Background: an optimization exercise with open tools, aiming at small area. Do not read the settings as production practice. Only simulation tests tie the RTL to the original design; equivalence was not proved. The flow treats the clock pin as an ideal source. Dropping or thinning the clock tree relies on that and would not hold on a real chip. Power and IR drop assume default switching activity.

### flow/design.v
module countdown_timer (
	input              clk,
	input              rst_n,
	input              PB0_flag,
	input              PB1_flag,
	output logic       PB0_read,
	output logic       PB1_read,
	output logic [6:0] seg_sec0,
	output logic [6:0] seg_sec1,
	output logic [6:0] seg_min0,
	output logic [6:0] seg_min1,
	output logic       finish_flag
);
localparam logic [2:0] IDLE0 = 3'd0, IDLE1 = 3'd4, INC0 = 3'd1, INC1 = 3'd5, FIN0 = 3'd2, FIN1 = 3'd6, ACTIVE = 3'd3, DECREMENT = 3'd7;
logic [2:0] state, next_state;
logic       decrement_flag;
logic       z_s0, z_s1, z_m0, z_m1, n_m0;
logic [13:0] cnt;
wire last = ~cnt[13] & ~cnt[12] & ~cnt[11] & cnt[10] & cnt[9] & ~cnt[8] &
            ~cnt[7] & ~cnt[6] & ~cnt[5] & cnt[4] & ~cnt[3] & cnt[1];
wire is_zero = z_s0 & z_s1 & z_m0 & z_m1;
wire idle = (state == IDLE0) || (state == IDLE1);
wire inc  = (state == INC0)  || (state == INC1);
wire fin  = (state == FIN0)  || (state == FIN1);
wire dec  = (state == DECREMENT);
assign finish_flag = (state == IDLE1) || (state == INC1) || (state == FIN1);
always_ff @(posedge clk or negedge rst_n) begin
	if (!rst_n) state <= IDLE0;
	else        state <= next_state;
end
always_comb begin
	PB0_read   = 1'b0;
	PB1_read   = 1'b0;
	next_state = state;
	case (state)
		IDLE0, IDLE1: begin
			if (PB0_flag) begin
				next_state = INC0;
				PB0_read   = 1'b1;
			end else if (PB1_flag) begin
				next_state = ACTIVE;
				PB1_read   = 1'b1;
			end else begin
				next_state = IDLE0;
			end
		end
		INC0, INC1: next_state = IDLE0;
		ACTIVE: begin
			if (PB1_flag) begin
				next_state = IDLE0;
				PB1_read   = 1'b1;
			end else if (is_zero) begin
				next_state = FIN0;
			end else if (decrement_flag) begin
				next_state = DECREMENT;
			end
		end
		DECREMENT: next_state = ACTIVE;
		FIN0, FIN1: begin
			if (PB0_flag) begin
				next_state = INC1;
				PB0_read   = 1'b1;
			end else if (PB1_flag) begin
				next_state = IDLE1;
				PB1_read   = 1'b1;
			end else begin
				next_state = FIN1;
			end
		end
		default: begin
			next_state = 'x;
			PB0_read   = 1'bx;
			PB1_read   = 1'bx;
		end
	endcase
end
always_ff @(posedge clk) begin
	if (idle || last) cnt <= {decrement_flag, 13'd0};
	else              cnt <= {cnt[12:0], ~(cnt[13] ^ cnt[12])};
end
always_ff @(posedge clk or negedge rst_n) begin
	if (!rst_n)                              decrement_flag <= 1'b0;
	else if (dec)                            decrement_flag <= 1'b0;
	else if (state == ACTIVE && last)        decrement_flag <= 1'b1;
end
wire b0  = dec & z_s0;           
wire b1  = b0 & z_s1;            
wire b2  = b1 & z_m0;            
wire c0  = inc & n_m0;           
digit_sec0 sec0 (.clk, .rst_n, .dn(dec),          .seg(seg_sec0), .is0(z_s0));
digit_sec1 sec1 (.clk, .rst_n, .dn(b0),           .seg(seg_sec1), .is0(z_s1));
digit_min0 min0 (.clk, .rst_n, .up(inc), .dn(b1), .seg(seg_min0), .is0(z_m0), .is9(n_m0));
digit_min1 min1 (.clk, .rst_n, .up(c0),  .dn(b2), .seg(seg_min1), .is0(z_m1), .is9());
endmodule
module LED_blinker (
	input  clk,
	input  enable,
	input  rst_n,
	output led
);
localparam logic [12:0] START = 13'd2160;    
logic [12:0] lf;
logic        toggle;
wire last = lf[12] & lf[10] & ~lf[9] & ~lf[7] & ~lf[6] & lf[5] & lf[3] &
            ~lf[2] & ~lf[1] & ~lf[0];
always_ff @(posedge clk or negedge rst_n) begin
	if (!rst_n) begin
		lf     <= START;
		toggle <= 1'b0;
	end else begin
		lf     <= {lf[11:0], ~(lf[3] ^ lf[12]) ^ last};
		toggle <= toggle ^ last;
	end
end
assign led = toggle & enable;
endmodule
module digit_min0 (
	input              clk,
	input              rst_n,
	input              up,       
	input              dn,       
	output logic [6:0] seg,      
	output logic       is0,
	output logic       is9
);
logic [3:0] q;
logic [3:0] q_dn;
logic [3:0] q_up;
assign q_dn[0] = (q[0] & ~q[3]) | (~q[0] & ~q[1] & q[3]);
assign q_up[0] = q[1];
assign q_dn[1] = q[0];
assign q_up[1] = q[2];
assign q_dn[2] = q[1];
assign q_up[2] = q[3];
assign q_dn[3] = q[2];
assign q_up[3] = (q[0] & ~q[1]) | (~q[0] & q[1]) | (~q[1] & q[2] & q[3]);
assign seg[0] = (~q[0] & q[1]);
assign seg[1] = (q[0] & q[2]);
assign seg[2] = (q[0] & ~q[2] & q[3]);
assign seg[3] = (q[1] & ~q[2]) | (~q[0] & q[1]);
assign seg[4] = ~((q[2] & ~q[3]) | (q[0] & ~q[1]));
assign seg[5] = (q[1] & ~q[2]) | (~q[1] & q[2] & q[3]) | (q[0] & ~q[2] & q[3]);
assign seg[6] = (q[1] & ~q[2]) | (~q[0] & ~q[3]);
assign is0 = (~q[0] & ~q[1] & ~q[3]);
assign is9 = (~q[0] & ~q[2] & q[3]);
always_ff @(posedge clk or negedge rst_n) begin
	if (!rst_n)   q <= 4'b0100;
	else if (up) q <= q_up;
	else if (dn) q <= q_dn;
end
endmodule
module digit_min1 (
	input              clk,
	input              rst_n,
	input              up,       
	input              dn,       
	output logic [6:0] seg,      
	output logic       is0,
	output logic       is9
);
logic [3:0] q;
logic [3:0] q_dn;
logic [3:0] q_up;
assign q_dn[0] = (q[0] & ~q[3]) | (~q[0] & ~q[1] & q[3]);
assign q_up[0] = q[1];
assign q_dn[1] = q[0];
assign q_up[1] = q[2];
assign q_dn[2] = q[1];
assign q_up[2] = q[3];
assign q_dn[3] = q[2];
assign q_up[3] = (q[0] & ~q[1]) | (~q[0] & q[1]) | (~q[1] & q[2] & q[3]);
assign seg[0] = (~q[0] & q[1]);
assign seg[1] = (q[0] & q[2]);
assign seg[2] = (q[0] & ~q[2] & q[3]);
assign seg[3] = (q[1] & ~q[2]) | (~q[0] & q[1]);
assign seg[4] = ~((q[2] & ~q[3]) | (q[0] & ~q[1]));
assign seg[5] = (q[1] & ~q[2]) | (~q[1] & q[2] & q[3]) | (q[0] & ~q[2] & q[3]);
assign seg[6] = (q[1] & ~q[2]) | (~q[0] & ~q[3]);
assign is0 = (~q[0] & ~q[1] & ~q[3]);
assign is9 = (~q[0] & ~q[2] & q[3]);
always_ff @(posedge clk or negedge rst_n) begin
	if (!rst_n)   q <= 4'b0100;
	else if (up) q <= q_up;
	else if (dn) q <= q_dn;
end
endmodule
module PB_state (
	input        clk,
	input        rst_n,
	input        PB0,
	input        PB1,
	input        PB0_read,
	input        PB1_read,
	output logic PB0_flag,
	output logic PB1_flag
);
logic PB0_old, PB1_old;
always_ff @(posedge clk or negedge rst_n) begin
	if (!rst_n) begin
		PB0_old  <= 1'b0;
		PB1_old  <= 1'b0;
		PB0_flag <= 1'b0;
		PB1_flag <= 1'b0;
	end else begin
		PB0_old  <= PB0;
		PB1_old  <= PB1;
		PB0_flag <= (PB0_old & ~PB0) | (PB0_flag & ~PB0_read);
		PB1_flag <= (PB1_old & ~PB1) | (PB1_flag & ~PB1_read);
	end
end
endmodule
module digit_sec0 (
	input              clk,
	input              rst_n,
	input              dn,       
	output logic [6:0] seg,      
	output logic       is0
);
logic [3:0] q;
logic [3:0] q_dn;
assign q_dn[0] = (~q[2] & ~q[3]) | (~q[1] & ~q[3]) | (~q[1] & ~q[2]) | (~q[0] & q[3]);
assign q_dn[1] = q[0];
assign q_dn[2] = q[1];
assign q_dn[3] = q[2];
assign seg[0] = (q[0] & ~q[2] & q[3]);
assign seg[1] = (~q[0] & ~q[2]) | (~q[1] & ~q[3]);
assign seg[2] = (~q[0] & ~q[1]);
assign seg[3] = (q[0] & q[3]);
assign seg[4] = (q[0] & q[3]) | (q[2] & ~q[3]);
assign seg[5] = (~q[0] & ~q[3]) | (~q[1] & q[3]);
assign seg[6] = (~q[2] & ~q[3]) | (q[0] & ~q[1] & q[3]);
assign is0 = (~q[2] & ~q[3]);
always_ff @(posedge clk or negedge rst_n) begin
	if (!rst_n)   q <= 4'b0011;
	else if (dn) q <= q_dn;
end
endmodule
module digit_sec1 (
	input              clk,
	input              rst_n,
	input              dn,       
	output logic [6:0] seg,      
	output logic       is0
);
logic [2:0] q;
logic [2:0] q_dn;
assign q_dn[0] = (~q[1] & q[2]) | (q[0] & q[1]);
assign q_dn[1] = (q[0] & q[2]) | (~q[0] & ~q[1]);
assign q_dn[2] = ~q[0];
assign seg[0] = (q[0] & ~q[1]) | (~q[1] & q[2]);
assign seg[1] = (~q[0] & q[1]);
assign seg[2] = (q[1] & ~q[2]);
assign seg[3] = (q[0] & ~q[1]) | (~q[1] & q[2]);
assign seg[4] = (q[0] & ~q[1]) | q[2];
assign seg[5] = q[0];
assign seg[6] = (~q[1] & ~q[2]);
assign is0 = (~q[0] & ~q[2]);
always_ff @(posedge clk or negedge rst_n) begin
	if (!rst_n)   q <= 3'b000;
	else if (dn) q <= q_dn;
end
endmodule
module top (
	input        MAX10_CLK1_50,
	input        SW0,	 
	input  [1:0] KEY,
	output [7:0] HEX0,
	output [7:0] HEX1,
	output [7:0] HEX2,
	output [7:0] HEX3,
	output [9:0] LEDR
);
wire rst_n = ~SW0;
wire PB0_read, PB1_read, PB0_flag, PB1_flag, finish_flag, led;
countdown_timer timer (
	.clk(MAX10_CLK1_50), .rst_n, .PB0_flag, .PB1_flag, .PB0_read, .PB1_read,
	.seg_sec0(HEX0[6:0]), .seg_sec1(HEX1[6:0]), .seg_min0(HEX2[6:0]),
	.seg_min1(HEX3[6:0]), .finish_flag
);
PB_state read_PBs (
	.clk(MAX10_CLK1_50), .rst_n, .PB0(KEY[0]), .PB1(KEY[1]),
	.PB0_read, .PB1_read, .PB0_flag, .PB1_flag
);
LED_blinker blinker (
	.clk(MAX10_CLK1_50), .rst_n, .enable(finish_flag), .led
);
assign HEX0[7] = 1'b1;
assign HEX1[7] = 1'b1;
assign HEX2[7] = 1'b0;
assign HEX3[7] = 1'b1;
assign LEDR = {10{led}};
endmodule
### flow/flow/run.sh
#!/bin/bash
# Layout flow: the standard flow (standard.sh), with these changes:
#  1. after the standard synthesis, its combinational logic is mapped again
#     (remap.ys: Yosys + an area-oriented ABC script, abc_amap.script).
#     Three rounds of four runs (four ABC seeds) each start from the smallest
#     netlist so far. Every register cell of the
#     standard synthesis is kept unchanged (name and cell type), and Yosys
#     proves each result equivalent to the standard netlist (cutregs.py cuts
#     the registers out of both, equiv.ys compares the logic by SAT); the
#     smallest proven netlist is used.
#     postmap.py merges the tie-high and tie-low cells into one cell and gives
#     the inverter that drives the registers' reset pins a 2x cell.
#  2. port buffers use the smallest buffer cell; tie cells are not split
#     per load
set -euo pipefail
here=$(pwd)
res=$here/orfs/results/sky130hd/top/base
lib=$FLOW_HOME/platforms/sky130hd/lib/sky130_fd_sc_hd__tt_025C_1v80.lib
yosys_bin=$(command -v yosys || echo "$FLOW_HOME/../tools/install/yosys/bin/yosys")
rd=$here/remap
mkdir -p "$rd"

bash standard.sh synth > "$here/synth_make.log" 2>&1
std=$here/std_1_2_yosys.v
cp "$res/1_2_yosys.v" "$std"

regs() { grep -oE 'sky130_fd_sc_hd__(df|edf|sdf)[a-z0-9_]* [^ ]+' "$1" | sort; }
area() { grep "Chip area" "$1" | awk '{print $NF}'; }
std_regs=$(regs "$std")
python3 flow/cutregs.py "$std" "$rd/std_cut.v" || true

job() {  # $1 = input netlist, $2 = tag, $3 = seed, $4 = mapper
  local in=$1 t=$2 s=$3 m=$4
  sed -e "s#@T@#40#" -e "s#@SEED@#$s#" "flow/abc_$m.script" > "$rd/$t.abc"
  sed -e "s#@LIB@#$lib#g" -e "s#@IN@#$in#" -e "s#@OUT@#$rd/$t.v#" -e "s#@ABC@#$rd/$t.abc#" \
      flow/remap.ys > "$rd/$t.ys"
  "$yosys_bin" -l "$rd/$t.log" -q "$rd/$t.ys" > /dev/null 2>&1 || return 0
  python3 flow/postmap.py "$rd/$t.v" || return 0
  "$yosys_bin" -q -l "$rd/${t}_area.log" \
    -p "read_liberty -lib $lib; read_verilog $rd/$t.v; hierarchy -top top; stat -liberty $lib" \
    > /dev/null 2>&1 || return 0
  python3 flow/cutregs.py "$rd/$t.v" "$rd/${t}_cut.v" || return 0
  sed -e "s#@LIB@#$lib#g" -e "s#@GOLD@#$rd/std_cut.v#" -e "s#@GATE@#$rd/${t}_cut.v#" flow/equiv.ys > "$rd/${t}_equiv.ys"
  "$yosys_bin" -l "$rd/${t}_equiv.log" -q "$rd/${t}_equiv.ys" > /dev/null 2>&1 && touch "$rd/${t}.proven"
  return 0
}

best=""; best_area=""
cur=$std
for r in 1 2 3; do
  tags=()
  for s in $((4*r-3)) $((4*r-2)) $((4*r-1)) $((4*r)); do
    t="r${r}_s${s}"; tags+=("$t")
    job "$cur" "$t" "$s" amap &
  done
  wait
  for t in "${tags[@]}"; do
    [[ -f "$rd/$t.proven" ]] || continue
    [[ "$(regs "$rd/$t.v")" == "$std_regs" ]] || continue
    a=$(area "$rd/${t}_area.log")
    echo "$t: area $a" >> "$rd/choice.log"
    if [[ -z "$best" ]] || awk "BEGIN{exit !($a < $best_area)}"; then best=$t; best_area=$a; fi
  done
  [[ -n "$best" ]] && cur=$rd/$best.v
done

if [[ -n "$best" ]]; then
  cp "$rd/$best.v" "$res/1_2_yosys.v"
  rm -f "$res/1_synth.odb" "$res/1_synth.sdc"
  echo "using $best" >> "$rd/choice.log"
else
  echo "no usable remap: standard netlist kept" >> "$rd/choice.log"
fi

bash standard.sh BUFFER_PORTS_ARGS="-buffer_cell sky130_fd_sc_hd__buf_1" \
  CTS_ARGS="-sink_clustering_enable -repair_clock_nets -dont_use_dummy_load" \
  POST_CTS_TCL="$here/flow/post_cts.tcl" \
  SKIP_REPAIR_TIE_FANOUT=1 \
  finish > "$here/flow_make.log" 2>&1
### flow/flow/abc_amap.script
strash
&get -n
&deepsyn -T @T@ -S @SEED@
&put
dch -f
amap
topo
stime -c
### flow/flow/cutregs.py
#!/usr/bin/env python3
"""Cut every register cell out of a Yosys-written gate netlist: its output
becomes an input port and each of its other pins an output port, named after
the register's instance name, so two netlists with the same registers can be
compared as combinational logic.  usage: cutregs.py IN.v OUT.v"""
import re, sys, hashlib
src = open(sys.argv[1]).read()
inst_re = re.compile(r'(sky130_fd_sc_hd__(?:df|edf|sdf)\w*)\s+(\\\S+\s|[^\s(]+)\s*\((.*?)\);', re.S)
ins, outs, assigns = [], [], []
def key(name):
    return "r" + hashlib.sha1(name.strip().encode()).hexdigest()[:12]
def repl(m):
    cell, name, body = m.group(1), m.group(2), m.group(3)
    k = key(name)
    for pin, net in re.findall(r'\.(\w+)\(([^()]*)\)', body):
        net = net.strip()
        if not net:
            continue
        if net.startswith("\\"):
            net += " "   # an escaped name ends at white space
        if pin in ("Q", "Q_N"):
            p = f"{k}_{pin}"; ins.append(p); assigns.append(f"  assign {net} = {p};")
        else:
            p = f"{k}_{pin}"; outs.append(p); assigns.append(f"  assign {p} = {net};")
    return ""
body = inst_re.sub(repl, src)
m = re.search(r'module\s+top\s*\((.*?)\);', body, re.S)
ports = m.group(1).strip()
newports = ports + "".join(", " + p for p in ins + outs)
decl = "".join(f"\n  input {p};" for p in ins) + "".join(f"\n  output {p};" for p in outs)
body = body[:m.start()] + f"module top({newports});" + decl + body[m.end():]
body = body.replace("endmodule", "\n".join(assigns) + "\nendmodule", 1)
open(sys.argv[2], "w").write(body)
### flow/flow/equiv.ys
# Proves that a re-mapped netlist does what the standard synthesis's does.
# Both have the same register cells (same instances), so cutregs.py has cut
# every register into an input (its output pin) and outputs (its other
# pins); the two combinational netlists are then compared by SAT.
read_liberty -ignore_miss_func @LIB@
read_verilog @GOLD@
rename top gold
read_verilog @GATE@
rename top gate
flatten gold gate
opt_clean
miter -equiv -flatten -make_assert -ignore_gold_x gold gate miter
hierarchy -top miter
sat -verify -prove-asserts miter
### flow/flow/post_cts.tcl
set block [ord::get_db_block]
set clk_port_net [[$block findBTerm MAX10_CLK1_50] getNet]
set root ""
foreach it [$clk_port_net getITerms] {
  set inst [$it getInst]
  if {[string match sky130_fd_sc_hd__clkbuf_* [[$inst getMaster] getName]]} { set root $inst }
}
set rootnet [[$root findITerm X] getNet]
set leaves {}
foreach it [$rootnet getITerms] { if {[$it getInst] != $root} { lappend leaves $it } }
puts "root [$root getName] drives [llength $leaves] pins"
if {[llength $leaves] + [llength [$clk_port_net getITerms]] - 1 <= 4} {
  foreach it $leaves { $it disconnect; $it connect $clk_port_net }
  foreach it [$root getITerms] { $it disconnect }
  odb::dbInst_destroy $root
  odb::dbNet_destroy $rootnet
  puts "root buffer removed; the clock port drives [llength [$clk_port_net getITerms]] pins"
}

set leaves {}
foreach it [$clk_port_net getITerms] {
  set inst [$it getInst]
  if {[string match sky130_fd_sc_hd__clkbuf_* [[$inst getMaster] getName]]} { lappend leaves $inst }
}
proc max_clock_pin_slew {} {
  estimate_parasitics -placement
  set worst 0
  foreach p [get_pins -hierarchical */CLK] {
    set sl [get_property $p slew_max]
    if {$sl > $worst} { set worst $sl }
  }
  return $worst
}

# sinks of leaf buffer $victim, each with the nearest other leaf buffer
proc spread_plan {victim leaves} {
  set plan {}
  foreach it [[[$victim findITerm X] getNet] getITerms] {
    if {[$it getInst] == $victim} continue
    lassign [[$it getInst] getLocation] sx sy
    set best ""
    set bd 1e18
    foreach l $leaves {
      if {$l == $victim} continue
      lassign [$l getLocation] lx ly
      set d [expr {abs($lx - $sx) + abs($ly - $sy)}]
      if {$d < $bd} { set bd $d; set best $l }
    }
    lappend plan [list $it $best]
  }
  return $plan
}
proc move_sinks {plan victim back} {
  set vnet [[$victim findITerm X] getNet]
  foreach p $plan {
    lassign $p it to
    $it disconnect
    if {$back} { $it connect $vnet } else { $it connect [[$to findITerm X] getNet] }
  }
}

if {[llength $leaves] == 4} {
  # try each leaf buffer: move its sinks to the nearest other leaves and
  # estimate the clock pin slew; then move them back
  set best_victim ""
  set best_slew 1e9
  foreach v $leaves {
    set plan [spread_plan $v $leaves]
    move_sinks $plan $v 0
    set slew [max_clock_pin_slew]
    move_sinks $plan $v 1
    puts "without leaf [$v getName]: estimated clock pin slew $slew ns"
    if {$slew < $best_slew} { set best_slew $slew; set best_victim $v }
  }
  if {$best_slew <= 0.122} {
    set plan [spread_plan $best_victim $leaves]
    move_sinks $plan $best_victim 0
    set vnet [[$best_victim findITerm X] getNet]
    foreach it [$best_victim getITerms] { $it disconnect }
    puts "removed leaf clock buffer [$best_victim getName] ([llength $plan] sinks moved)"
    odb::dbInst_destroy $best_victim
    odb::dbNet_destroy $vnet
  } else {
    puts "kept all four leaf clock buffers"
  }
  set slew [max_clock_pin_slew]
  puts "estimated clock pin slew now $slew ns"
}
### flow/flow/postmap.py
#!/usr/bin/env python3
"""Small clean-ups of a re-mapped netlist (Yosys-written), in place:
 - merge the tie-high and tie-low cells into one sky130_fd_sc_hd__conb_1
   (it has both a HI and a LO output);
 - the inverter that drives the registers' asynchronous reset/set pins gets
   the cell sky130_fd_sc_hd__inv_2 (same area as the 1x inverter, twice the
   drive).
usage: postmap.py NETLIST.v"""
import re, sys
f = sys.argv[1]
s = open(f).read()

cell = re.compile(r'  sky130_fd_sc_hd__conb_1 (\S+) \(\s*\.(HI|LO)\(([^()]*)\)\s*\);\n')
ties = cell.findall(s)
hi = [t for t in ties if t[1] == "HI"]
lo = [t for t in ties if t[1] == "LO"]
if len(hi) == 1 and len(lo) == 1:
    s = cell.sub("", s)
    merged = (f"  sky130_fd_sc_hd__conb_1 {hi[0][0]} (\n    .HI({hi[0][2]}),\n"
              f"    .LO({lo[0][2]})\n  );\n")
    s = s.replace("endmodule", merged + "endmodule", 1)

inst = re.compile(r'(sky130_fd_sc_hd__\w+)(\s+(?:\\\S+\s|[^\s(]+)\s*\()(.*?)\);', re.S)
count = {}
for m in inst.finditer(s):
    for pin, net in re.findall(r'\.(\w+)\(([^()]*)\)', m.group(3)):
        if pin in ("RESET_B", "SET_B"):
            count[net.strip()] = count.get(net.strip(), 0) + 1
if count:
    rnet = max(count, key=count.get)
    def swap(m):
        if m.group(1) in ("sky130_fd_sc_hd__clkinv_1", "sky130_fd_sc_hd__inv_1") and \
           re.search(r'\.Y\(\s*' + re.escape(rnet) + r'\s*\)', m.group(3)):
            return "sky130_fd_sc_hd__inv_2" + m.group(2) + m.group(3) + ");"
        return m.group(0)
    s = inst.sub(swap, s)
open(f, "w").write(s)
### flow/flow/remap.ys
# Re-map the combinational logic of the standard synthesis's netlist with
# this flow's ABC script; every register cell is kept as it is (same
# instance, same cell), so the registers match the standard synthesis.
read_liberty -ignore_miss_func @LIB@
read_verilog @IN@
hierarchy -top top
setattr -mod -set keep_hierarchy 1 sky130_fd_sc_hd__df* sky130_fd_sc_hd__edf* sky130_fd_sc_hd__sdf*
flatten
opt_clean -purge
abc -script @ABC@ -liberty @LIB@ -dont_use sky130_fd_sc_hd__lpflow_bleeder_1 -dont_use sky130_fd_sc_hd__lpflow_clkbufkapwr_1 -dont_use sky130_fd_sc_hd__lpflow_clkbufkapwr_16 -dont_use sky130_fd_sc_hd__lpflow_clkbufkapwr_2 -dont_use sky130_fd_sc_hd__lpflow_clkbufkapwr_4 -dont_use sky130_fd_sc_hd__lpflow_clkbufkapwr_8 -dont_use sky130_fd_sc_hd__lpflow_clkinvkapwr_1 -dont_use sky130_fd_sc_hd__lpflow_clkinvkapwr_16 -dont_use sky130_fd_sc_hd__lpflow_clkinvkapwr_2 -dont_use sky130_fd_sc_hd__lpflow_clkinvkapwr_4 -dont_use sky130_fd_sc_hd__lpflow_clkinvkapwr_8 -dont_use sky130_fd_sc_hd__lpflow_decapkapwr_12 -dont_use sky130_fd_sc_hd__lpflow_decapkapwr_3 -dont_use sky130_fd_sc_hd__lpflow_decapkapwr_4 -dont_use sky130_fd_sc_hd__lpflow_decapkapwr_6 -dont_use sky130_fd_sc_hd__lpflow_decapkapwr_8 -dont_use sky130_fd_sc_hd__lpflow_inputiso0n_1 -dont_use sky130_fd_sc_hd__lpflow_inputiso0p_1 -dont_use sky130_fd_sc_hd__lpflow_inputiso1n_1 -dont_use sky130_fd_sc_hd__lpflow_inputiso1p_1 -dont_use sky130_fd_sc_hd__lpflow_inputisolatch_1 -dont_use sky130_fd_sc_hd__lpflow_isobufsrc_1 -dont_use sky130_fd_sc_hd__lpflow_isobufsrc_16 -dont_use sky130_fd_sc_hd__lpflow_isobufsrc_2 -dont_use sky130_fd_sc_hd__lpflow_isobufsrc_4 -dont_use sky130_fd_sc_hd__lpflow_isobufsrc_8 -dont_use sky130_fd_sc_hd__lpflow_isobufsrckapwr_16 -dont_use sky130_fd_sc_hd__lpflow_lsbuf_lh_hl_isowell_tap_1 -dont_use sky130_fd_sc_hd__lpflow_lsbuf_lh_hl_isowell_tap_2 -dont_use sky130_fd_sc_hd__lpflow_lsbuf_lh_hl_isowell_tap_4 -dont_use sky130_fd_sc_hd__lpflow_lsbuf_lh_isowell_4 -dont_use sky130_fd_sc_hd__lpflow_lsbuf_lh_isowell_tap_1 -dont_use sky130_fd_sc_hd__lpflow_lsbuf_lh_isowell_tap_2 -dont_use sky130_fd_sc_hd__lpflow_lsbuf_lh_isowell_tap_4 -dont_use sky130_fd_sc_hd__probe_p_8 -dont_use sky130_fd_sc_hd__probec_p_8  -D 10000
opt_clean -purge
splitnets
opt_clean -purge
hilomap -singleton -hicell sky130_fd_sc_hd__conb_1 HI -locell sky130_fd_sc_hd__conb_1 LO
insbuf -buf sky130_fd_sc_hd__buf_4 A X
rename -hide w:_*
opt_clean -purge
select top
write_verilog -noattr -nohex -nodec -selected @OUT@
### flow/standard.sh
#!/bin/bash
# synth_recipe.tcl (not shown) runs the flow's synth.tcl, then flattens the netlist and writes it again
# the make line also repeats each setting of config.mk as NAME=value (left out here)
make -C /OpenROAD-flow-scripts/flow DESIGN_CONFIG=/design/flow/config.mk WORK_HOME=/design/flow/orfs CLKGATE_MAP_FILE= SYNTH_SCRIPT=/design/flow/synth_recipe.tcl "${@:-finish}"
### flow/config.mk
export PLATFORM = sky130hd
export DESIGN_NAME = top
export DESIGN_NICKNAME = top
export VERILOG_FILES = /design/flow/design.v
export SDC_FILE = /design/flow/constraint.sdc
export NUM_CORES = 4
export LEC_CHECK = 0
export CAP_MARGIN = 20
export CORE_MARGIN = 2
export CORE_UTILIZATION = 40
export SLEW_MARGIN = 20
### flow/constraint.sdc
create_clock -name core_clock -period 10.0 [get_ports {MAX10_CLK1_50}]
set_input_delay 2.0000 -clock core_clock [delete_from_list [all_inputs] [get_ports {MAX10_CLK1_50}]]
set_output_delay 2.0000 -clock core_clock [all_outputs]
set_load 0.01 [all_outputs]
==> key figures, run 1 <==
Status
  • Outcome: finished clean

Logic synthesis
  • Syn_nets: ~240
  • Synth Warn #: 7
  • Mapped Area: 2110 um2
  • Syn avg cell area: between 9 and 10 um2
  • Mapped Cells: approximately 230

Power and ir drop
  • Worst vdd ir: 140 uV
  • Leakage: 0.902 nW
  • PD cells: ~280 nW/um2

Drt
  • Routed Antenna Nets: 0
  • TritonRoute pass-1 iters: 4
  • Wirelength per Cell: 11.2 um
  • Drt via density: 4.69
  • Drt drc: 0
  • Total wire length: between 3 and 4 mm
  • Vias: about 1600
  • DR iter-0 viols: 88

Critical path
  • Worst-path fanout max: 10
  • Crit path capture type: output pin
  • Slowest cell on the critical path: dfrtp_1
  • CP Class: reg2out
  • CP arrival: ~1.3 ns
  • Worst Path Required: roughly 8.0 ns
  • Critical Path Most Common Cell: nor2_1
  • CP Launch Type: flip-flop
  • Largest stage delay on the critical path: approximately 0.41 ns
  • Crit-path cells: clkinv_1 -> nor2_1 -> nor2_1 -> buf_1

Global routing
  • Total GRT Usage: around 14%
  • Congestion Overflow GR: 0
  • Vias in the first global route: about 1500
  • Initial antenna violation count: 0
  • First-pass GRT wire length: approximately 6.7 mm
  • Largest net degree at the start of global routing: 38

Die
  • Die Y: between 70 and 80 um
  • DIE AREA: approximately 5900 um2
  • Die X: between 70 and 80 um
  • Initial Util: 41.4%
  • Core area: slightly above 5000 um2
  • IO Pins: 46
  • # rows: 26

CTS
  • Clk sink count: 51
  • Clk slew on worst S/H paths: 0.12 ns
  • Later-pin clock latency in the skew report: about 0.17 ns

Cells and area
  • Area growth syn-to-layout: 8.06%
  • Layout cells sized above 1: between 4 and 5%
  • Multi-input logic area: 637 um2
  • Fillers: about 530
  • Nets@finish: ~270
  • Fin util: roughly 45%
  • Post-Layout Cell Count: ~330
  • # diodes: 0
  • Register area: approximately 1200 um2

Worst hold path
  • Hold WC Path Type: reg2reg

Timing
  • Final Hold Viols: 0
  • Setup Skew: between 0.03 and 0.04 ns
  • Final setup TNS: 0 ns
  • Finish-stage setup viols: 0
  • Measured slew at the worst slew-check pin: between 0.7 and 0.8 ns
  • Relative slew slack: between 50% and 60%
  • Final max-slew violation count: 0
  • F_max: 0.299 GHz
  • Final period utilization: roughly 33%
  • RSZ-0062 raised after global routing: no
  • Period minus WS final: between 3 and 4 ns

Placed design
  • Gpl congestion: 0.748
  • Dpl cells: approximately 330
  • Detailed placement HPWL: approximately 2.8 mm
  • I/O Buffers: 41

Run
  • Max cap viols: 0
==> state kept, by name (all words and copies together) (netlist names), 2 cells and up, named ones only <==
signal / count
timer.sec0.q: 4
blinker.lf: 13
timer.state: 3
timer.cnt: 14
timer.sec1.q: 2
timer.min0.q: 3
timer.min1.q: 3
==> final timing paths <==
path / startpoint / endpoint / slack, ns / cells past startpoint
max: timer.state[0] / LEDR[9] / 6.66 / 4
min: blinker.lf[5] / blinker.lf[6] / 0.33 / 0
max reg2reg: timer.state[0] / timer.min1.q[3] / 7.73 / 10
min reg2reg: blinker.lf[5] / blinker.lf[6] / 0.33 / 0
max in group asynchronous: SW0 / timer.sec1.q[2] / 7.57 / 2
min in group asynchronous: SW0 / blinker.lf[10] / 1.92 / 2
==> layer usage <==
layer	GRT usage, %	part of all wire (%)	wire length, um
met5	0	0	0
met2	22.7	46	1710
met4	4.00	1.2	45
met1	18.3	49	1800
met3	2.59	4.1	152
==> worst max-delay path, delay by kind of cell, from the launching register on <==
kind                   cells  cell delay [ns]
DFF                        1             0.41
buffers and inverters      2             0.32
and+or+nand+nor            2             0.48
==> placed cells by master (no fill, tap or decap), drive strengths merged, types with 3 or more instances in the layout <==
cell type and n:
dfrtp 29, clkbuf 3, nand4 3, nor2 41, clkinv 38, o22ai 7
o21ai 15, nand2 16, o32ai 5, buf 41, nor2b 7, a22oi 3
dfxtp 14, nand3 6, a21oi 10, dfstp 8, nor3 4
==> through the flow <==
| step | total power, W | worst slack, ns | hold slack (ns) | instance area, um2 |
|---|---|---|---|---|
| finish | 0.000650 | 6.66 | 0.327 | 2280 |
| detailed placement | 0.000578 | 6.77 | 0.346 | 2240 |
| floorplan | 0.000501 | 6.78 | 0.331 | 2110 |
| global route | 0.000709 | 6.50 | 0.321 | 2280 |
| global placement | 0.000575 | 6.85 | 0.339 | 2240 |
==> layout make-up <==
class | instances | area share, %
Sequential cell | 51 | 53.3
Multi-Input combinational cell | 127 | 27.9
Timing Repair Buffer | 41 | 6.74
Inverter | 39 | 6.41
Tap cell | 70 | 3.84
Clock buffer | 3 | 1.81
==> power by group <==
group,switching (W),internal (W),total (W)
Sequential,0.0000504,0.000261,0.000311
Clock,0.0000505,0.0000279,0.0000784
Combinational,0.000169,0.0000915,0.000260
==> run 2, diff against run 1 <==
--- a/flow/design.v
+++ b/flow/design.v
@@ -129,22 +129,22 @@
 assign q_dn[0] = (q[0] & ~q[3]) | (~q[0] & ~q[1] & q[3]);
 assign q_up[0] = q[1];
 assign q_dn[1] = q[0];
-assign q_up[1] = q[2];
-assign q_dn[2] = q[1];
-assign q_up[2] = q[3];
-assign q_dn[3] = q[2];
-assign q_up[3] = (q[0] & ~q[1]) | (~q[0] & q[1]) | (~q[1] & q[2] & q[3]);
+assign q_up[1] = ~q[2];
+assign q_dn[2] = ~q[1];
+assign q_up[2] = ~q[3];
+assign q_dn[3] = ~q[2];
+assign q_up[3] = (q[0] & ~q[1]) | (~q[0] & q[1]) | (~q[1] & ~q[2] & q[3]);
 assign seg[0] = (~q[0] & q[1]);
-assign seg[1] = (q[0] & q[2]);
-assign seg[2] = (q[0] & ~q[2] & q[3]);
-assign seg[3] = (q[1] & ~q[2]) | (~q[0] & q[1]);
-assign seg[4] = ~((q[2] & ~q[3]) | (q[0] & ~q[1]));
-assign seg[5] = (q[1] & ~q[2]) | (~q[1] & q[2] & q[3]) | (q[0] & ~q[2] & q[3]);
-assign seg[6] = (q[1] & ~q[2]) | (~q[0] & ~q[3]);
-assign is0 = (~q[0] & ~q[1] & ~q[3]);
-assign is9 = (~q[0] & ~q[2] & q[3]);
-always_ff @(posedge clk or negedge rst_n) begin
-	if (!rst_n)   q <= 4'b0100;
+assign seg[1] = (q[0] & ~q[2]);
+assign seg[2] = (q[0] & q[2] & q[3]);
+assign seg[3] = (~q[0] & q[1]) | (q[1] & q[2]);
+assign seg[4] = ~((~q[2] & ~q[3]) | (q[0] & ~q[1]));
+assign seg[5] = (~q[1] & ~q[2] & q[3]) | (q[1] & q[2]) | (q[0] & q[2] & q[3]);
+assign seg[6] = (q[1] & q[2]) | (~q[0] & ~q[3]);
+assign is0 = (~q[1] & ~q[2] & ~q[3]);
+assign is9 = (~q[0] & q[2] & q[3]);
+always_ff @(posedge clk or negedge rst_n) begin
+	if (!rst_n)   q <= 4'b0000;
 	else if (up) q <= q_up;
 	else if (dn) q <= q_dn;
 end
@@ -164,22 +164,22 @@
 assign q_dn[0] = (q[0] & ~q[3]) | (~q[0] & ~q[1] & q[3]);
 assign q_up[0] = q[1];
 assign q_dn[1] = q[0];
-assign q_up[1] = q[2];
-assign q_dn[2] = q[1];
-assign q_up[2] = q[3];
-assign q_dn[3] = q[2];
-assign q_up[3] = (q[0] & ~q[1]) | (~q[0] & q[1]) | (~q[1] & q[2] & q[3]);
+assign q_up[1] = ~q[2];
+assign q_dn[2] = ~q[1];
+assign q_up[2] = ~q[3];
+assign q_dn[3] = ~q[2];
+assign q_up[3] = (q[0] & ~q[1]) | (~q[0] & q[1]) | (~q[1] & ~q[2] & q[3]);
 assign seg[0] = (~q[0] & q[1]);
-assign seg[1] = (q[0] & q[2]);
-assign seg[2] = (q[0] & ~q[2] & q[3]);
-assign seg[3] = (q[1] & ~q[2]) | (~q[0] & q[1]);
-assign seg[4] = ~((q[2] & ~q[3]) | (q[0] & ~q[1]));
-assign seg[5] = (q[1] & ~q[2]) | (~q[1] & q[2] & q[3]) | (q[0] & ~q[2] & q[3]);
-assign seg[6] = (q[1] & ~q[2]) | (~q[0] & ~q[3]);
-assign is0 = (~q[0] & ~q[1] & ~q[3]);
-assign is9 = (~q[0] & ~q[2] & q[3]);
-always_ff @(posedge clk or negedge rst_n) begin
-	if (!rst_n)   q <= 4'b0100;
+assign seg[1] = (q[0] & ~q[2]);
+assign seg[2] = (q[0] & q[2] & q[3]);
+assign seg[3] = (~q[0] & q[1]) | (q[1] & q[2]);
+assign seg[4] = ~((~q[2] & ~q[3]) | (q[0] & ~q[1]));
+assign seg[5] = (~q[1] & ~q[2] & q[3]) | (q[1] & q[2]) | (q[0] & q[2] & q[3]);
+assign seg[6] = (q[1] & q[2]) | (~q[0] & ~q[3]);
+assign is0 = (~q[1] & ~q[2] & ~q[3]);
+assign is9 = (~q[0] & q[2] & q[3]);
+always_ff @(posedge clk or negedge rst_n) begin
+	if (!rst_n)   q <= 4'b0000;
 	else if (up) q <= q_up;
 	else if (dn) q <= q_dn;
 end
@@ -218,20 +218,20 @@
 );
 logic [3:0] q;
 logic [3:0] q_dn;
-assign q_dn[0] = (~q[2] & ~q[3]) | (~q[1] & ~q[3]) | (~q[1] & ~q[2]) | (~q[0] & q[3]);
+assign q_dn[0] = (~q[0] & ~q[1] & q[3]) | (~q[0] & q[2] & q[3]) | (~q[1] & q[2] & ~q[3]);
 assign q_dn[1] = q[0];
-assign q_dn[2] = q[1];
+assign q_dn[2] = ~q[1];
 assign q_dn[3] = q[2];
-assign seg[0] = (q[0] & ~q[2] & q[3]);
-assign seg[1] = (~q[0] & ~q[2]) | (~q[1] & ~q[3]);
-assign seg[2] = (~q[0] & ~q[1]);
-assign seg[3] = (q[0] & q[3]);
-assign seg[4] = (q[0] & q[3]) | (q[2] & ~q[3]);
-assign seg[5] = (~q[0] & ~q[3]) | (~q[1] & q[3]);
-assign seg[6] = (~q[2] & ~q[3]) | (q[0] & ~q[1] & q[3]);
+assign seg[0] = (~q[0] & ~q[2] & q[3]);
+assign seg[1] = (q[0] & ~q[2]) | (q[1] & ~q[3]);
+assign seg[2] = (q[0] & q[1]);
+assign seg[3] = (~q[0] & q[3]);
+assign seg[4] = (~q[0] & q[3]) | (q[2] & ~q[3]);
+assign seg[5] = (q[0] & ~q[3]) | (q[1] & q[3]);
+assign seg[6] = (~q[2] & ~q[3]) | (~q[0] & q[1] & q[3]);
 assign is0 = (~q[2] & ~q[3]);
 always_ff @(posedge clk or negedge rst_n) begin
-	if (!rst_n)   q <= 4'b0011;
+	if (!rst_n)   q <= 4'b0000;
 	else if (dn) q <= q_dn;
 end
 endmodule
==> key figures, run 2 <==
CTS
  • Clk sink count: 51 (unchanged)
  • Later-pin clock latency in the skew report: 0.16 ns (was 0.17 ns)
  • Clk slew on worst S/H paths: 0.10 ns (was 0.12 ns)

Drt
  • TritonRoute pass-1 iters: 4 (unchanged)
  • DR iter-0 viols: 72 (was 88)
  • Drt via density: 4.76 (was 4.69)
  • Wirelength per Cell: 11.4 um (was 11.2 um)
  • Total wire length: 3.74 mm (was 3.71 mm)
  • Vias: 1567 (was 1554)
  • Routed Antenna Nets: 0 (unchanged)
  • Drt drc: 0 (unchanged)

Timing
  • Final setup TNS: 0 ns (unchanged)
  • Finish-stage setup viols: 0 (unchanged)
  • Period minus WS final: 3.36 ns (was 3.34 ns)
  • Final Hold Viols: 0 (unchanged)
  • Relative slew slack: 49.7% (was 50.8%)
  • F_max: 0.298 GHz (was 0.299 GHz)
  • Final period utilization: 33.6% (was 33.4%)
  • RSZ-0062 raised after global routing: no (unchanged)
  • Setup Skew: 0.0144 ns (was 0.0351 ns)
  • Final max-slew violation count: 0 (unchanged)
  • Hold slack: 0.358 ns (was 0.327 ns)
  • Measured slew at the worst slew-check pin: 0.753 ns (was 0.737 ns)

Logic synthesis
  • Syn_nets: 235 (was 237)
  • Synth Warn #: 7 (unchanged)
  • Mapped Area: 2090 um2 (was 2110 um2)
  • Mapped Cells: 230 (was 232)
  • Syn avg cell area: 9.10 um2 (about the same)

Worst hold path
  • Worst Hold Path EP: blinker.lf[9] (was blinker.lf[6])
  • Hold WC Path Type: reg2reg (unchanged)
  • Depth of the worst hold-timing path: 0 (unchanged)
  • Hold_sp: blinker.lf[8] (was blinker.lf[5])

Cells and area
  • Max reg flops: 14 (unchanged)
  • Register area: 1210 um2 (was 1220 um2)
  • Area growth syn-to-layout: 8.13% (was 8.06%)
  • Commonest non-fill, non-tap cell in the layout: nor2_1
  • Nets@finish: 266 (was 268)
  • Biggest register: timer.cnt (unchanged)
  • Fillers: 517 (was 532)
  • Multi-input logic area: 648 um2 (was 637 um2)
  • Most frequent cells in the layout: 48 x nor2_1, 41 x buf_1, 33 x dfrtp_1 (was 41 x nor2_1, 41 x buf_1, 38 x clkinv_1)
  • Largest registers: timer.cnt (14), blinker.lf (13), timer.sec0.q (4) (unchanged)
  • Layout cells sized above 1: 3.09% (was 4.60%)
  • # diodes: 0 (unchanged)

Global routing
  • Total GRT Usage: 13.3% (was 13.7%)
  • Congestion Overflow GR: 0 (unchanged)
  • Largest net degree at the start of global routing: 38 (unchanged)
  • First-pass GRT wire length: 6.40 mm (was 6.72 mm)
  • Vias in the first global route: 1375 (was 1509)
  • Initial antenna violation count: 0 (unchanged)

Die
  • Core area: 5070 um2 (was 5110 um2)
  • Die Y: 76.3 um (was 76.7 um)
  • DIE AREA: 5820 um2 (was 5880 um2)
  • # rows: 26 (unchanged)
  • IO Pins: 46 (unchanged)
  • Die X: 76.3 um (was 76.7 um)
  • Initial Util: 41.2% (was 41.4%)

Critical path
  • Worst Path Required: 8.00 ns (about the same)
  • RR Endpoint: timer.min1.q[1] (was timer.min1.q[3])
  • Worst-path fanout max: 10 (unchanged)
  • Reg2reg start: timer.state[0] (unchanged)
  • CP Class: reg2out (unchanged)
  • R2r setup slk: 7.74 ns (was 7.73 ns)
  • R2R depth: 8 (was 10)
  • CP arrival: 1.36 ns (was 1.34 ns)
  • CP Launch Type: flip-flop (unchanged)
  • Crit path capture type: output pin (unchanged)

Power and ir drop
  • PD cells: 284 nW/um2 (was 285 nW/um2)
  • Leakage: 0.918 nW (was 0.902 nW)
  • Worst vdd ir: 137 uV (was 140 uV)

Placed design
  • I/O Buffers: 41 (unchanged)
  • Gpl congestion: 0.873 (was 0.748)
  • Detailed placement HPWL: 2.80 mm (was 2.79 mm)

Status
  • Outcome: finished clean (unchanged)

Run
  • Max cap viols: 0 (unchanged)
run 2: through the flow:
stage	setup WS [ns]	total power (W)	instance area, um2	instances	utilization, %
final	6.64	0.000643	2260	329	44.6
after global routing	6.52	0.000701	2260	329	44.6
after detailed placement	6.83	0.000572	2220	326	43.8
after global placement	6.88	0.000571	2220	326	43.8
after floorplan	6.79	0.000493	2090	230	-
run 2: how the worst max path moves through the flow:
stage / from / end / depth (start not counted)
5_1_grt: timer.state[0] / LEDR[0] / 4
3_5_place_dp: timer.state[0] / LEDR[5] / 4
6_report: timer.state[0] / LEDR[5] / 4
2_1_floorplan: timer.state[0] / LEDR[1] / 4
3_3_place_gp: timer.state[0] / LEDR[1] / 4
run 2: area by class of cell:
| type | count | share of cell area, % |
|---|---|---|
| Timing Repair Buffer | 41 | 6.80 |
| Clock buffer | 3 | 1.83 |
| Multi-Input combinational cell | 132 | 28.7 |
| Inverter | 32 | 5.31 |
| Tap cell | 70 | 3.87 |
| Sequential cell | 51 | 53.5 |
run 2: routing by layer:
| layer | wire length [um] | track usage [%] | part of all wire (%) |
|---|---|---|---|
| met1 | 1840 | 20.0 | 49 |
| met4 | 31 | 3.27 | 0.83 |
| met5 | 0 | 0 | 0 |
| met2 | 1690 | 19.5 | 45 |
| met3 | 179 | 2.84 | 4.8 |
run 2: critical path: stages (launching register included):
cell,delay [ns]
dfrtp_1,0.42
clkinv_1,0.10
nor2_1,0.08
nor2_1,0.39
buf_1,0.20
run 2: report_power, final:
part	leakage [nW]	internal, W	switching, W
registers	0.558	0.000257	0.0000474
logic	0.339	0.0000886	0.000174
clock network	0.0216	0.0000278	0.0000484

==> what the ideal ports hide <==
The flow's constraints put no driver on any port. The routed layouts listed below were extracted and timed again, unchanged, in two steps. Step 1 (the two cells are an assumption about what drives the block):
set clk [get_ports {MAX10_CLK1_50}]
set_driving_cell -lib_cell sky130_fd_sc_hd__clkbuf_16 $clk
set_driving_cell -lib_cell sky130_fd_sc_hd__buf_2 [delete_from_list [all_inputs] $clk]
Step 2 adds t to the input delays and takes it off the output delays; t is the mean of the earliest and latest rising clock arrival at the registers after step 1. Input paths then give back, and output paths get back, about the clock's delay inside the block. Three values: ideal ports, drivers, drivers and shift; two values: the first two.
| run | t, ns | setup WS [ns] | slew at the worst register clock pin (ns) | cell pins on the clock port's net |
|---|---|---|---|---|
| run 1 | 0.197 | 6.659 / 6.614 / 6.811 | 0.12 / 0.12 | 3 |
| run 2 | 0.199 | 6.641 / 6.596 / 6.795 | 0.10 / 0.10 | 3 |
After both steps setup and hold are still met in every run listed.
